Background: an optimization exercise with open tools, aiming at small area. Do not read the settings as production practice.
In this exercise RTL edits were held to simulation tests only and were not proved equivalent to the original.
Power figures rest on the tool's default switching activity, not on a simulated workload.

--- flow/design.v ---
module debouncer(
	input clk,
	input reset,
	input noisy,
	output clean
	);
	localparam COUNTER_MAX = 100;
	reg [6:0] counter;
	reg [1:0] ff_i;
	reg ff_o;
	wire clear_counter;
	wire counter_max;
	always @(posedge clk or negedge reset) begin
		if (!reset) begin
			ff_i <= 0;
		end else begin
			ff_i[1:0] <= {ff_i[0], noisy};
		end
	end
	assign clear_counter = ^ff_i;
	always @(posedge clk or negedge reset) begin
		if (!reset) begin
			counter <= 0;
		end else if (clear_counter || counter_max) begin
			counter <= 0;
		end else begin
			counter <= counter + 1'b1;
		end
	end
	assign counter_max = (counter == COUNTER_MAX);
	always @(posedge clk or negedge reset) begin
		if (!reset) begin
			ff_o <= 0;
		end else if (counter_max) begin
			ff_o <= ff_i[1];
		end
	end
	assign clean = ff_o;
endmodule
module sevseg (input clk, reset, button1, button2,
				 output reg [3:0] wys,
				 output reg [7:0] segment);
reg [10:0] counter;
reg [10:0] counter2;
reg [10:0] counter3;
reg [3:0] led_bcd;
reg [1:0] stan, stan_nast;
reg [15:0] keyval1;
reg running;
reg running2;
reg mode;
reg button1_prev;
reg button2_prev;
parameter [1:0] stan0 = 0, stan1 = 1, stan2 = 2, stan3 = 3;
always@(posedge clk or negedge reset) begin
	if(!reset) begin
		counter <= 0;
		stan <= stan0;
	end else begin
			counter <= counter + 1;
			if(counter >= 10) begin
				counter <= 0;
				stan <= stan_nast;
			end else begin
				stan <= stan;
			end
		end
	end
always@(posedge clk) begin
	if (!reset) begin
		counter2 <= 0;
		counter3 <= 0;
		running <= 1;
		running2 <= 1;
		mode <= 0;
		keyval1 <= (mode == 1) ? 16'h6000 : 16'h0000;
	end else begin
	if (button2 && !button2_prev) begin
		mode <= ~mode;
		keyval1 <= (mode == 1) ? 16'h6000 : 16'h0000;
	end
	if (mode == 1) begin
	if (button1 && !button1_prev) begin
		running <= ~running;
	 end else if (running == 1) begin
			counter2 <= counter2 + 1;
			if (counter2 >= 1000) begin
				counter2 <= 0;
				keyval1[3:0] <= keyval1[3:0] + 1;
			end
			if (keyval1[3:0] > 9) begin
				keyval1[7:4] <= keyval1[7:4] +1;
				keyval1[3:0] <= 0;
			end
			if (keyval1[7:4] == 6) begin
				keyval1[11:8] <= keyval1[11:8] +1;
				keyval1[7:4] <= 0;
				keyval1[3:0] <= 0;
			end
			if (keyval1[11:8] > 9) begin
				keyval1[15:12] <= keyval1[15:12] +1;
				keyval1[11:8] <= 0;
			end
		end
	end else begin
	if( button1 && !button1_prev) begin
		running2 <= ~running2;
	end else if (running2 == 1) begin
		counter3 <= counter3 + 1;
		if(counter3 >= 1000) begin
			counter3 <= 0;
			keyval1[3:0] <= keyval1[3:0] - 1;
		end
		if (keyval1[3:0] > 9) begin
			keyval1[7:4] <= keyval1[7:4] - 1;
			keyval1[3:0] <= 9;
			end
			if (keyval1[7:4] > 9) begin
				keyval1[11:8] <= keyval1[11:8] - 1;
				keyval1[7:4] <= 5;
				keyval1[3:0] <= 9;
			end
			if (keyval1[11:8] > 9) begin
				keyval1[15:12] <= keyval1[15:12] - 1;
				keyval1[11:8] <= 9;
			end
		end
	end
end
	button2_prev <= button2;
	button1_prev <= button1;
end
always@(*)
begin
	stan_nast <= stan;
	case(stan)
		stan0:
		begin
			wys <= 4'b0001;
			led_bcd <= keyval1[3:0];
			segment[7] = 1'b0;
			stan_nast <= stan1;
		end
		stan1:
		begin
			wys <= 4'b0010;
			led_bcd <= keyval1[7:4];
			segment[7] = 1'b0;
			stan_nast <= stan2;
		end
		stan2:
		begin
			wys <= 4'b0100;
			led_bcd <= keyval1[11:8];
			segment[7] = 1'b1;
			stan_nast <= stan3;
		end
		stan3:
		begin
			wys <= 4'b1000;
			led_bcd <= keyval1[15:12];
			segment[7] = 1'b0;
			stan_nast <= stan0;
		end
	endcase
end
always@(*)
begin
	case(led_bcd)
			4'b0000: segment[6:0] = 7'b00111111; 
			4'b0001: segment[6:0] = 7'b00000110; 
			4'b0010: segment[6:0] = 7'b01011011; 
			4'b0011: segment[6:0] = 7'b01001111; 
			4'b0100: segment[6:0] = 7'b01100110; 
			4'b0101: segment[6:0] = 7'b01101101; 
			4'b0110: segment[6:0] = 7'b01111101; 
			4'b0111: segment[6:0] = 7'b00000111; 
			4'b1000: segment[6:0] = 7'b01111111; 
			4'b1001: segment[6:0] = 7'b01101111; 
			4'b1010: segment[6:0] = 7'b01110111; 
			4'b1011: segment[6:0] = 7'b01111111; 
			4'b1100: segment[6:0] = 7'b00111001; 
			4'b1101: segment[6:0] = 7'b00111111; 
			4'b1110: segment[6:0] = 7'b01111001; 
			4'b1111: segment[6:0]= 7'b01110001; 
			default: segment[6:0] = 7'b00000000; 
	endcase
end
endmodule	
module top(
	input clk,
	input reset,
	input button1,
	input button2,
	output [3:0] wys,
	output [7:0] segment
	);
	wire debounced_button1;
	wire debounced_button2;
	debouncer u_debouncer1 (
		.clk(clk),
		.reset(reset),
		.noisy(button1),
		.clean(debounced_button1)
		);
	debouncer u_debouncer2 (
		.clk(clk),
		.reset(reset),
		.noisy(button2),
		.clean(debounced_button2)
		);
	sevseg u_sevseg(
		.clk(clk),
		.reset(reset),
		.button1(debounced_button1),
		.button2(debounced_button2),
		.wys(wys),
		.segment(segment)
		);
endmodule
--- flow/run.sh ---
#!/bin/bash
# synth_recipe.tcl (not shown) runs the flow's synth.tcl, then flattens the netlist and writes it again
# the make line also repeats each setting of config.mk as NAME=value (left out here)
make -C /OpenROAD-flow-scripts/flow DESIGN_CONFIG=/design/flow/config.mk WORK_HOME=/design/flow/orfs CLKGATE_MAP_FILE= SYNTH_SCRIPT=/design/flow/synth_recipe.tcl finish
--- flow/config.mk ---
export PLATFORM = sky130hd
export DESIGN_NAME = top
export DESIGN_NICKNAME = top
export VERILOG_FILES = /design/flow/design.v
export SDC_FILE = /design/flow/constraint.sdc
export NUM_CORES = 4
export LEC_CHECK = 0
export CAP_MARGIN = 20
export CORE_MARGIN = 2
export CORE_UTILIZATION = 40
export SLEW_MARGIN = 20
--- flow/constraint.sdc ---
create_clock -name core_clock -period 5.0 [get_ports {clk}]
set_input_delay 1.0000 -clock core_clock [delete_from_list [all_inputs] [get_ports {clk}]]
set_output_delay 1.0000 -clock core_clock [all_outputs]
set_load 0.01 [all_outputs]
==> impl_metrics.json <==
{
  "wl_per_cell_um": 14.5,
  "place.gp.congestion": 0.877,
  "layout.cells.non_filler": 655,
  "ir_drop_uv": 182,
  "fp.dieH_um": 111,
  "whs_endpoint": "u_debouncer2.ff_i[1]",
  "setup_viol": 0,
  "ios": 16,
  "portBuffers": 15,
  "synth_top_area_frac": 0.189,
  "critPathMaxFanout": 6,
  "totalWireLength_um": 9480,
  "grtUsageMet2": 0.244,
  "die_area_um2": 12300,
  "met1_usage": 0.221,
  "crit_required_ns": 4.00,
  "slew_violations": 0,
  "netlist_instances": 504,
  "min_path_cells": 0,
  "area_delta_synth_final_pct": 10.5,
  "start_util": 0.415,
  "r2r-end": "u_sevseg.keyval1[3]",
  "start_kind": "flop",
  "hold_viol_final": 0,
  "seq_area_frac_synth": 0.370,
  "cts_tree": "yes",
  "fin_setup_tns_ns": 0,
  "seqPwrFrac": 0.431,
  "r2r_cells": 5,
  "htree_levels": 3,
  "post-place-cells": 639,
  "via_per_inst": 5.52,
  "drt_iter0_markers": 232,
  "antenna_found_initial": 0,
  "ys_async_sr_fraction": 0.434,
  "max_freq_mhz": 252,
  "clk_pin_slew_worst_paths_ns": 0.07,
  "finalCritPeriodShare": 0.793,
  "grt_max_degree": 51,
  "status": "finished clean",
  "synth_edf_count": 0,
  "rows": 38,
  "layout_commonest_cell": "nor2_1",
  "grt_overflow": 0,
  "p_per_area_nw_per_um2": 304,
  "chipWidth_um": 111,
  "hp-start": "u_debouncer2.ff_i[0]",
  "synthesis.area_um2": 4560,
  "combPwrFrac": 0.116,
  "core_um2": 11000,
  "synth_area_leaders": "dfxtp_1 19%, dfrtp_1 18%, ha_1 9.9%",
  "cts_root_buf": "clkbuf_16",
  "grt_pass1_wl_um": 16300,
  "post-dp-hpwl_um": 6540,
  "power_uw": 1530,
  "grt_busiest_layer": "met2",
  "final_cell_mix": "54 x nor2_1, 43 x dfxtp_1, 36 x ha_1",
  "yosysTopAreaCell": "dfxtp_1",
  "clockBufferDepth": 2,
  "cts_sinks": 76,
  "final_net_count": 550,
  "tightest_slew_ns": 0.939,
  "numCtsBuffers": 9,
  "syn_area_per_cell_um2": 9.05,
  "arrival_ns": 2.96,
  "finalCriticalPeriod_ns": 3.96,
  "cellInternalPower_uw": 1110,
  "post_cts_buffers": 0,
  "ctsHoldBuffers": 0,
  "grt_pass1_vias": 3396,
  "rrSetupSlack_ns": 2.63,
  "cp-end-kind": "output pin",
  "synth_cell_type_count": 65,
  "vias": 3615,
  "diodes": 0,
  "antenna_left": 0,
  "r2r-start": "u_debouncer1.ff_o",
  "cts.repair.resized": 0,
  "ys_ff_latch": 76,
  "synth-warning-count": 2,
  "cap_violations": 0,
  "ys.flop_type": "dfxtp_1",
  "crit_type": "reg2out",
  "p_clk_frac": 0.453,
  "drive_above_1_share": 0.0680,
  "p_leak_uw": 0.00209,
  "grt_util_met3": 0.0344,
  "drc": 0,
  "grtUsageTotal": 0.160,
  "dr.pass1.iters": 5,
  "holdWs_ns": 0.398,
  "clock-skew-final_ns": 0.00614,
  "p_sw_uw": 416,
  "max-slew-margin-rel": 0.374,
  "clk_latency_ns": 0.35,
  "rsz0062_at_grt": "no",
  "switching_share": 0.272,
  "hold_path_class": "reg2reg"
}
==> stage by stage <==
step	util	setup WS, ns	area (µm²)
floorplan	-	2.03	4580
global placement	0.431	1.47	4730
detailed placement	0.431	1.39	4730
CTS	0.459	1.02	5040
global route	0.459	0.788	5040
finish	0.459	1.04	5040
==> power by group through the flow <==
| stage | clock network [µW] | registers [µW] | logic (µW) |
|---|---|---|---|
| finish | 693 | 659 | 178 |
| global route | 734 | 664 | 199 |
| CTS | 707 | 659 | 180 |
| detailed placement | 0 | 672 | 177 |
| global placement | 0 | 670 | 174 |
| floorplan | 0 | 666 | 114 |
==> cells by family (layout without fill, tap and decap cells) <==
family                   after synthesis  after routing  share of synthesized area
AND/OR/NAND/NOR                      180            180                      0.201
flip-flops                            76             76                      0.370
multiplexers                          16             16                     0.0370
buffers and inverters                 57             62                     0.0647
adder cells (fa/ha/maj)               36             36                     0.0988
other                                  1              7                   0.000822
XOR/XNOR                              39             39                     0.0749
AO/OA/AOI/OAI                         99             99                      0.153
==> per-layer routing <==
layer / vias up / share of wire
met5: - / 0
met4: 0 / 0.018
met3: 15 / 0.050
met2: 101 / 0.45
met1: 1726 / 0.48
li1: 1773 / -
==> registers in the layout, summed over array words and instances, names as in the netlist <==
signal,cells
u_sevseg.keyval1,16
u_sevseg.counter2,11
u_sevseg.counter3,11
u_sevseg.counter,11
u_debouncer1.counter,7
u_debouncer2.counter,7
u_debouncer1.ff_i,2
u_debouncer2.ff_i,2
u_sevseg.stan,2
u_debouncer1.ff_o,1
u_debouncer2.ff_o,1
u_sevseg.button1_prev,1
u_sevseg.button2_prev,1
u_sevseg.mode,1
u_sevseg.running,1
u_sevseg.running2,1
==> critical path, cell delays in order (launching register included) <==
cell	delay [ns]
dfrtp_1	0.44
inv_1	0.12
ha_1	0.26
a222oi_1	0.24
mux2_2	0.28
inv_1	0.10
ha_1	0.22
mux2_2	0.26
mux2i_1	0.14
clkdlybuf4s50_1	0.57
==> final cells by class <==
class                      count  area (µm²)
fill                        1044        5940
tap                          140         175
clock inverter                 7        87.6
inverter                      30         113
clock buffer                   9         225
sequential                    76        1690
multi-input combinational    377        2600
timing repair buffer          16         153
==> synth_stat cells (5+ instances only) <==
cell type	instances
nor2_1	54
dfxtp_1	43
ha_1	36
nand3_1	35
dfrtp_1	33
nand2_1	32
inv_1	30
xor2_1	27
a21oi_1	21
o21ai_0	13
xnor2_1	12
and3_1	9
mux2i_1	9
nand4_1	9
buf_6	8
clkbuf_1	8
nor3_1	7
o22ai_1	7
a211oi_1	6
mux2_2	6
and2_1	5
buf_2	5
nand2b_1	5
nor3b_1	5
o21ai_1	5
==> worst max-delay path by stage <==
stage | start | end | slack (ns) | depth (start not counted)
6_report | u_sevseg.stan[0] | segment[3] | 1.04 | 9
5_1_grt | u_sevseg.stan[0] | segment[3] | 0.79 | 9
4_1_cts | u_sevseg.stan[1] | segment[3] | 1.02 | 9
3_5_place_dp | u_sevseg.stan[0] | segment[3] | 1.39 | 9
3_3_place_gp | u_sevseg.stan[0] | segment[3] | 1.47 | 8
2_1_floorplan | u_sevseg.stan[0] | segment[3] | 2.03 | 7

[what the ideal ports hide]
How much do the figures lean on ideal ports? The routed layout below was timed once more, with nothing changed but the port constraints. Step 1 sets driving cells, clkbuf_16 on the clock port and buf_2 on the other inputs (assumed; they add their load-dependent delay and slew). Step 2 adds t to the input delays and takes it off the output delays; t is the mean of the earliest and latest rising clock arrival at the registers after step 1. Input paths then give back, and output paths get back, about the clock's delay inside the block. Slacks: ideal / step 1 / step 2; pairs: ideal / step 1.
shift t [ns]: 0.381
setup WS [ns]: 1.036 / 0.999 / 1.380
hold slack, ns: 0.398 / 0.398 / 0.398
After both steps this run still meets setup and hold. For this run, drivers alone change the setup slack by -0.037 ns; drivers and shift together by +0.344 ns.
